This design comes from an exercise in tuning for small area, a short achievable clock period and few clock cycles per item on the open sky130 flow, not from production work.
Function was not checked in any run shown here: the RTL went through the layout flow alone.
Power figures rest on the tool's default switching activity, not on a simulated workload.

==> flow/design.v (outline; a module is shown in full before it is edited, if it fits) <==
// module mul: 2017 lines
// module ysyx_mulunit: 21 lines
module ysyx_mulunit (
    input          clk,
    input          rst_n,
    input          mul_valid,
    input  [63:0]  alu_src1,
    input  [63:0]  alu_src2,
    input  [3:0]   mul_expand_signed,
    output [129:0] mul_res,
    output         sh_fnsh_flag
);
  // ...
==> flow/flow/run.sh <==
#!/bin/bash
# Layout flow: the standard layout (standard.sh, which also runs the
# standard synthesis) with these settings changed:
#  - the port buffers start as buf_2 instead of the buffer the resizer picks;
#  - sizing may swap a cell for one of another footprint;
#  - clock tree synthesis inserts no dummy loads.
# make's output goes to make.log; each step's tool output is in orfs/logs/.
set -euo pipefail
bash standard.sh MATCH_CELL_FOOTPRINT=0 \
    "BUFFER_PORTS_ARGS=-buffer_cell sky130_fd_sc_hd__buf_2" \
    "CTS_ARGS=-sink_clustering_enable -repair_clock_nets -dont_use_dummy_load" \
    finish > make.log 2>&1
==> flow/standard.sh <==
#!/bin/bash
# synth_recipe.tcl (not shown) runs the flow's synth.tcl, then flattens the netlist and writes it again
# the make line also repeats each setting of config.mk as NAME=value (left out here)
make -C /OpenROAD-flow-scripts/flow DESIGN_CONFIG=/design/flow/config.mk WORK_HOME=/design/flow/orfs CLKGATE_MAP_FILE= SYNTH_SCRIPT=/design/flow/synth_recipe.tcl "${@:-finish}"
==> flow/config.mk <==
export PLATFORM = sky130hd
export DESIGN_NAME = ysyx_mulunit
export DESIGN_NICKNAME = ysyx_mulunit
export VERILOG_FILES = /design/flow/design.v
export SDC_FILE = /design/flow/constraint.sdc
export NUM_CORES = 8
export LEC_CHECK = 0
export CAP_MARGIN = 20
export CORE_MARGIN = 2
export CORE_UTILIZATION = 50
export SETUP_SLACK_MARGIN = 4.5
export SLEW_MARGIN = 20
==> flow/constraint.sdc <==
create_clock -name core_clock -period 8.0 [get_ports {clk}]
set_input_delay 1.6000 -clock core_clock [delete_from_list [all_inputs] [get_ports {clk}]]
set_output_delay 1.6000 -clock core_clock [all_outputs]
set_load 0.01 [all_outputs]
==> flow_summary.ini, run 1 <==
[run_status]
status = timing/DRC/antenna clean

[die]
nWellTaps = 773
core_um2 = 58690
die-area_um2 = 60960

[worst_setup_path]
critical_path_class = flip-flop to flip-flop
slowest_stage = or4b_4
cp-startpoint = u_mul.P[100]
endpoint_kind = flip-flop
cp.required_ns = 8.44

[detailed_routing]
drcViolationCount = 0
wire_per_inst_um = 24.83
drtIter0Drc = 2489
final_antenna_net_count = 0

[finish]
final_common_cell = inv_1
multi_input_area_um2 = 21650
layout.nets = 4001
largest_reg_flops = 128

[run]
max_cap_violations = 0

[timing]
finClkSkew_ns = 0.02632
layout_min_cycle_time_ns = 3.713

[pwr]
maxPowerGroup = combinational cells
total_power_mw = 6.823
switchingPower_mw = 2.912
clkPwrFrac_pct = 23.7
peakVddDrop_uv = 184.0

[hold_path]
whs_path_depth = 2
holdPathEnd = u_mul.cnt[6]

[logic_synthesis]
yosys-top-cells-count = inv_1, dfxtp_1, a22oi_1, fa_1, xor2_1
synthCells = 3385
synth_area_leaders = dfxtp_1, fa_1, xor2_1
synth_mux_area_share_pct = 3.003
yosysWarnings = 1

[global_route]
busiest_layer = met2

[clock_tree]
cts_tree = built
clk_pin_slew_worst_paths_ns = 0.05
==> inputs of run 2 (changes only) <==
--- a/flow/design.v
+++ b/flow/design.v
@@ -6,23 +6,26 @@
     input      [63:0]  alu_src2,
     input      [3:0]   mul_expand_signed,
     output     [129:0] mul_res,
     output reg         sh_fnsh_flag
 );
 localparam K  = 8;
 localparam NC = 9;
 localparam W  = 76;
-localparam QW = 12;
+localparam QW = K + 1;
 wire [3:0] md = mul_expand_signed;
 wire e0  = (md == 4'd0);
 wire e1  = (md == 4'd1);
 wire e2  = (md == 4'd2);
 wire e3  = (md == 4'd3);
 wire e12 = e1 | e2;
+wire [63:0] mask = {{32{e0}}, {16{e0 | e12}}, {16{e0 | e12 | e3}}};
+wire [63:0] am = alu_src1 & mask;
+wire [63:0] bm = alu_src2 & mask;
 function [NC-1:0] therm;
     input [63:0] x;
     input [6:0]  w;
     reg   [NC-1:0] c;
     integer g, j;
     begin
         for (g = 0; g < NC; g = g + 1) begin
             c[g] = 1'b0;
@@ -39,88 +42,84 @@
 wire [NC-1:0] ta64 = therm(alu_src1, 7'd64), tb64 = therm(alu_src2, 7'd64);
 wire [NC-1:0] ta32 = therm(alu_src1, 7'd32), tb32 = therm(alu_src2, 7'd32);
 wire [NC-1:0] ta16 = therm(alu_src1, 7'd16), tb16 = therm(alu_src2, 7'd16);
 wire sw64 = |(tb64 & ~ta64);
 wire sw32 = |(tb32 & ~ta32);
 wire sw16 = |(tb16 & ~ta16);
 wire swap = e0 ? sw64 : e12 ? sw32 : e3 & sw16;
 wire [NC-1:0] tn = e0 ? ta64 & tb64 : e12 ? ta32 & tb32 : e3 ? ta16 & tb16 : {NC{1'b0}};
-wire [NC-1:0] ha = e0 ? ta64 & ~(ta64 >> 1) : e12 ? ta32 & ~(ta32 >> 1) :
-                   e3 ? ta16 & ~(ta16 >> 1) : {NC{1'b0}};
-wire [NC-1:0] hb = e0 ? tb64 & ~(tb64 >> 1) : e12 ? tb32 & ~(tb32 >> 1) :
-                   e3 ? tb16 & ~(tb16 >> 1) : {NC{1'b0}};
 function [K:0] chunk;
     input [63:0] x;
     input integer g;
     integer j;
     begin
         for (j = 0; j <= K; j = j + 1)
             chunk[j] = (K*g - 1 + j >= 0 && K*g - 1 + j < 64) ? x[K*g - 1 + j] : 1'b0;
     end
 endfunction
-function [QW-1:0] booth;
-    input [K:0] c;
-    integer i;
-    begin
-        for (i = 0; i < K/2; i = i + 1) begin
-            booth[3*i]     = c[2*i+2] & ~(c[2*i+1] & c[2*i]);
-            booth[3*i + 1] = c[2*i+1] ^ c[2*i];
-            booth[3*i + 2] = c[2*i+2] ? ~c[2*i+1] & ~c[2*i] : c[2*i+1] & c[2*i];
-        end
-    end
-endfunction
-reg              prep;      
 reg              busy;      
 reg              res;       
 reg  [NC-1:0]    cnt;       
-reg  [NC-1:0]    hra, hrb;  
 reg              swp;
 reg  [127:0]     P;         
 reg  [W-1:0]     C;         
 reg              dlp, dlm;  
 reg  [63:0]      M;
 reg  [QW-1:0]    q;
-reg              f0, f1, f3, f12, fa;
-wire [63:0] mask = {{32{f0}}, {16{f12}}, {16{fa}}};
-wire [63:0] am = alu_src1 & mask;
-wire [63:0] bm = alu_src2 & mask;
-wire idle = ~prep & ~busy & ~res & ~sh_fnsh_flag;
+reg              f0, f1, f3;
+wire idle = ~busy & ~res & ~sh_fnsh_flag;
 wire last = ~cnt[1];
-wire [NC-1:0] nxt = prep ? (swp ? hra : hrb) : (cnt >> 1) & ~(cnt >> 2);
+function [K:0] topc;
+    input [63:0]    x;
+    input [NC-1:0]  h;
+    integer g;
+    begin
+        topc = {(K+1){1'b0}};
+        for (g = 0; g < NC; g = g + 1)
+            topc = topc | (chunk(x, g) & {(K+1){h[g]}});
+    end
+endfunction
+wire [63:0] a32 = {32'd0, alu_src1[31:0]}, b32 = {32'd0, alu_src2[31:0]};
+wire [63:0] a16 = {48'd0, alu_src1[15:0]}, b16 = {48'd0, alu_src2[15:0]};
+wire [K:0] q64 = sw64 ? topc(alu_src1, ta64 & ~(ta64 >> 1)) : topc(alu_src2, tb64 & ~(tb64 >> 1));
+wire [K:0] q32 = sw32 ? topc(a32, ta32 & ~(ta32 >> 1)) : topc(b32, tb32 & ~(tb32 >> 1));
+wire [K:0] q16 = sw16 ? topc(a16, ta16 & ~(ta16 >> 1)) : topc(b16, tb16 & ~(tb16 >> 1));
+wire [K:0] qf  = e0 ? q64 : e12 ? q32 : q16;
+wire [NC-1:0] nxt = (cnt >> 1) & ~(cnt >> 2);
 reg  [K:0] qna, qnb;
 integer i;
 always @(*) begin
     qna = {(K+1){1'b0}};
     qnb = {(K+1){1'b0}};
     for (i = 0; i < NC; i = i + 1) begin
         qna = qna | (chunk(am, i) & {(K+1){nxt[i]}});
         qnb = qnb | (chunk(bm, i) & {(K+1){nxt[i]}});
     end
 end
-wire [QW-1:0] qn = booth(swp ? qna : qnb);
+wire [K:0] qn = swp ? qna : qnb;
 wire [W-K-1:0] A = P[W-K-1:0];
 wire [W-K-1:0] B = C[W-K-1:0];
 wire [64:0] M1 = {1'b0, M};
 wire [64:0] M2 = {M, 1'b0};
-wire neg0 = q[0];
-wire one0 = q[1];
-wire two0 = q[2];
+wire neg0 = q[2] & ~(q[1] & q[0]);
+wire one0 = q[1] ^ q[0];
+wire two0 = q[2] ? ~q[1] & ~q[0] : q[1] & q[0];
 wire [64:0] r0 = ((M1 & {65{one0}}) | (M2 & {65{two0}})) ^ {65{neg0}};
-wire neg1 = q[3];
-wire one1 = q[4];
-wire two1 = q[5];
+wire neg1 = q[4] & ~(q[3] & q[2]);
+wire one1 = q[3] ^ q[2];
+wire two1 = q[4] ? ~q[3] & ~q[2] : q[3] & q[2];
 wire [64:0] r1 = ((M1 & {65{one1}}) | (M2 & {65{two1}})) ^ {65{neg1}};
-wire neg2 = q[6];
-wire one2 = q[7];
-wire two2 = q[8];
+wire neg2 = q[6] & ~(q[5] & q[4]);
+wire one2 = q[5] ^ q[4];
+wire two2 = q[6] ? ~q[5] & ~q[4] : q[5] & q[4];
 wire [64:0] r2 = ((M1 & {65{one2}}) | (M2 & {65{two2}})) ^ {65{neg2}};
-wire neg3 = q[9];
-wire one3 = q[10];
-wire two3 = q[11];
+wire neg3 = q[8] & ~(q[7] & q[6]);
+wire one3 = q[7] ^ q[6];
+wire two3 = q[8] ? ~q[7] & ~q[6] : q[7] & q[6];
 wire [64:0] r3 = ((M1 & {65{one3}}) | (M2 & {65{two3}})) ^ {65{neg3}};
 wire t1 = A[57] ^ B[57];
 wire t2 = A[57] & B[57];
 wire t3 = A[58] ^ B[58];
 wire t4 = A[58] & B[58];
 wire t5 = r0[6] ^ r1[4];
 wire t6 = r0[6] & r1[4];
 wire t7 = r0[7] ^ r1[5];
@@ -1972,38 +1971,32 @@
 assign rsum[128] = ra_G7_127;
 wire sx = (f1 & rsum[31]) | (f3 & rsum[15]);
 wire [127:0] rres = {rsum[127:64],
                      f0 ? rsum[63:32] : {32{sx}},
                      f3 ? {16{rsum[15]}} : rsum[31:16],
                      rsum[15:0]};
 always @(posedge clk or negedge rst_n) begin
     if (!rst_n) begin
-        prep         <= 1'b0;
         busy         <= 1'b0;
         res          <= 1'b0;
         sh_fnsh_flag <= 1'b0;
     end else begin
-        prep         <= idle & mul_valid & tn[0];
-        busy         <= prep | (busy & ~last);
+        busy         <= busy ? ~last : (idle & mul_valid & tn[0]);
         res          <= busy & last;
         sh_fnsh_flag <= res | (idle & mul_valid & ~tn[0]);
     end
 end
 always @(posedge clk) begin
     swp <= swap;
-    hra <= ha;
-    hrb <= hb;
-    M   <= swp ? bm : am;
+    M   <= swap ? bm : am;
     f0  <= e0;
     f1  <= e1;
     f3  <= e3;
-    f12 <= e0 | e12;
-    fa  <= e0 | e12 | e3;
-    q   <= qn;
+    q   <= busy ? qn : qf;
     if (busy) begin
         cnt <= cnt >> 1;
         P   <= {ustep, ns};
         C   <= nc;
         dlp <= tdp;
         dlm <= tdm;
     end else begin
         cnt <= tn;
==> run 2 against run 1 <==
Compared with the run above: count of clock-buffer cells in the layout decreased by 3; flip-flop and latch count decreased by 24; die area increased by 2.7%; utilization increased by 4.8 points; clock power decreased by 6%; largest cell class unchanged.
==> flow_summary.ini, run 2 <==
[run_status]
status = timing/DRC/antenna clean

[die]
core_um2 = 60130
start_util_pct = 50.39
fp-row-count = 90
ios = 266
die_h_um = 250.2
die-area_um2 = 62580
die_w_um = 250.2

[detailed_routing]
drcViolationCount = 0
drt-total-wl_mm = 133.8
final_antenna_net_count = 0
wire_per_inst_um = 28.77
drtIter0Drc = 3085
drt_pre_antenna_iters = 7
num_vias = 30820
drt-vias-per-instance = 6.626

[pwr]
powerDensity_nw_per_um2 = 266.1
p_leak_nw = 14.94
peakVddDrop_uv = 147.5
total_power_mw = 10.01

[global_route]
grt_util_met2_pct = 64.58
grt_pass1_wl_mm = 190.6
busiest_layer = met2
first_global_vias = 30730
track_usage_pct = 39.99
overflow = 0
grtUsageMet1_pct = 48.13
met3_usage_pct = 9.415
antenna_found_initial = 4
grt_max_degree = 77

[worst_setup_path]
cp.required_ns = 8.44
reg2reg_from = u_mul.P[2]
crit_chain = buf_8, or4_4, or3_4, nor4_4, and3_4, o22a_1, o22ai_4, o311ai_4, o21ai_4, buf_12, clkbuf_16, mux2i_1, nor2_1
slowest_stage = or4_4
r2r_slack_ns = 4.27
path_buf_inv = 3
worst_setup_path_start_kind = input pin
worst-endpoint-arrival_ns = 4.41
critical_path_class = input pin to flip-flop
cp_max_fo = 4
worst_path_largest_cell_delay_ns = 0.54
r2r_cells = 14
worst_r2r_endpoint = u_mul.P[120]
endpoint_kind = flip-flop
cp_top_family = simple AND/OR/NAND/NOR gates

[timing]
min_period_over_period_pct = 49.71
rsz0062_at_grt = yes
setup_viol = 0
drv_slew = 0
relSlewSlack_pct = 31.40
layout_min_cycle_time_ns = 3.977
worst_slew_pin_slew_ns = 1.025
setup_tns_ns = 0
final_hold_viol_count = 0
finClkSkew_ns = 0.03907
max_freq_mhz = 251.5

[finish]
drive_gt1_share_pct = 25.90
top_register = u_mul.P
layout_common_cells = inv_1, xnor2_1, buf_2, fa_1, dfxtp_1
syn_to_final_growth_pct = 24.13
layout.nets = 4368
seq_area_um2 = 5998
largest_reg_flops = 128
final_common_cell = inv_1
fillCellCount = 5051
instances_no_fill = 4652
reg_top3 = u_mul.P x128, u_mul.C x75, u_mul.M x64
multi_input_area_um2 = 24610

[logic_synthesis]
synth_seq_cells = 293
yosysTopAreaCell = dfxtp_1
async_flop_share_pct = 1.024
ys.flop_type = dfxtp_1
synth_most_common_cell = inv_1
netlist.area_leader.share_pct = 19.16
synth.distinct_cells = 87
yosysWarnings = 1
syn_area_per_cell_um2 = 8.319
synth_area_leaders = dfxtp_1, fa_1, xnor2_1
synth_area_um2 = 30300
yosys-top-cells-count = inv_1, xnor2_1, dfxtp_1, a22oi_1, fa_1
yosysSeqAreaShare_pct = 19.41
synthCells = 3642
synth_edf_count = 0

[place]
portBuffers = 263
hpwl_mm = 91.12
gp_routability_congestion = 1.078
dpl.cell_count = 4427

[hold_path]
min_path_type = flip-flop to flip-flop
holdPathEnd = u_mul.P[85]
whs_path_depth = 2
hp-start = u_mul.P[77]

[run]
max_cap_violations = 0

[clock_tree]
clock_sinks = 293
cts-htree-levels = 2
cts_tree = built
clkLatencyLatePin_ns = 0.59
clock_path_buffers = 3
cts.root.buffer_cell = clkbuf_16
numCtsBuffers = 39
cts_hold_buffers = 0
clk_pin_slew_worst_paths_ns = 0.06
run 2: cell types whose count changed in the layout (fill, tap and decap cells not counted), sizes merged, moves of 24 or more:
cell	change
buf	+98
a221oi	+24
nor2	+114
nor2b	-68
a21oi	+43
xor2	-185
nand2	+36
xnor2	+171
o21ai	+27
run 2: tightest hold or removal path, stage by stage, from the launching register on:
cell     delay (ns)
dfxtp_1        0.37
nand2_1        0.07
o21ai_0        0.06
run 2: power by group:
group	leakage [nW]	total, mW	internal, mW	switching, mW
registers	2.42	2.23	1.74	0.489
clock network	0.481	1.52	0.851	0.671
logic	12.0	6.25	2.53	3.72
total	14.9	10.0	5.13	4.88
run 2: worst max-delay path by stage:
stage	start	end	cells after the start
detailed placement	alu_src1[19]	u_mul.M[6]	12
CTS	alu_src2[48]	u_mul.M[6]	13
floorplan	alu_src2[51]	u_mul.M[63]	13
global placement	alu_src1[19]	u_mul.M[22]	12
global route	alu_src2[51]	u_mul.M[0]	13
finish	alu_src2[51]	u_mul.M[0]	13
run 2: cells by family (layout without fill, tap and decap cells):
kind of cell | Yosys count | in the layout | synth area share, %
AOI/OAI and AO/OA | 906 | 908 | 20.86
muxes | 85 | 95 | 2.837
other | 1 | 3 | 0.01238
and+or+nand+nor | 918 | 923 | 15.22
adders and majority gates | 362 | 362 | 21.37
DFF | 293 | 293 | 19.41
buffers and inverters | 674 | 883 | 8.651
xor gates and xnor gates | 403 | 403 | 11.65
run 2: layout make-up:
class                      instances  area share, %
multi-input combinational       2693          65.43
sequential                       293          15.95
timing repair buffer             467          9.628
inverter                         377          3.786
tap                              782          2.602
clock buffer                      39          2.595
antenna                            1       0.006654
run 2: what timing repair did:
action	4_1_cts	5_1_grt
gates resized for setup	264	426
endpoints found under the setup margin	261	202
cloned	26	11
pin swaps	54	301
buffers inserted	69	79
run 2: metrics by stage:
step	setup WS [ns]	cell area [um^2]	util, %	hold slack [ns]
detailed placement	2.332	31810	52.90	0.5362
global placement	2.377	31810	52.90	0.5206
global route	3.996	37610	62.54	0.5742
CTS	4.004	34910	58.06	0.5447
floorplan	3.799	30420	-	0.4271
finish	4.023	37610	62.54	0.5508
run 2: metal layers:
metal | up-vias | wire length (um)
met5 | - | 49
met4 | 8 | 10680
met3 | 639 | 13940
met2 | 2030 | 60190
met1 | 15090 | 48980
li1 | 13060 | -

## static timing again, ports no longer ideal
The results above use ideal ports. As a check the final layouts listed here were re-extracted and re-timed, cells and wires unchanged.
Step 1 sets driving cells, clkbuf_16 on the clock port and buf_2 on the other inputs (assumed; they add their load-dependent delay and slew).
Step 2 times the ports against the registers' clock, not the clock port: input delays grow and output delays shrink by t, the midpoint of the rising clock arrivals with the driver on.
a / b / c = no drivers / after step 1 / after step 2; a / b = the first two.
run	t, ns	slack for setup (ns)	worst setup path at the end
run 1	0.634	4.287 / 4.287 / 3.880	input to register
run 2	0.633	4.023 / 4.043 / 3.411	input to register
After both steps setup and hold are still met in every run listed. The setup slack of run 2, which loses most, moves by +0.020 ns with the drivers and by -0.612 ns with both steps.
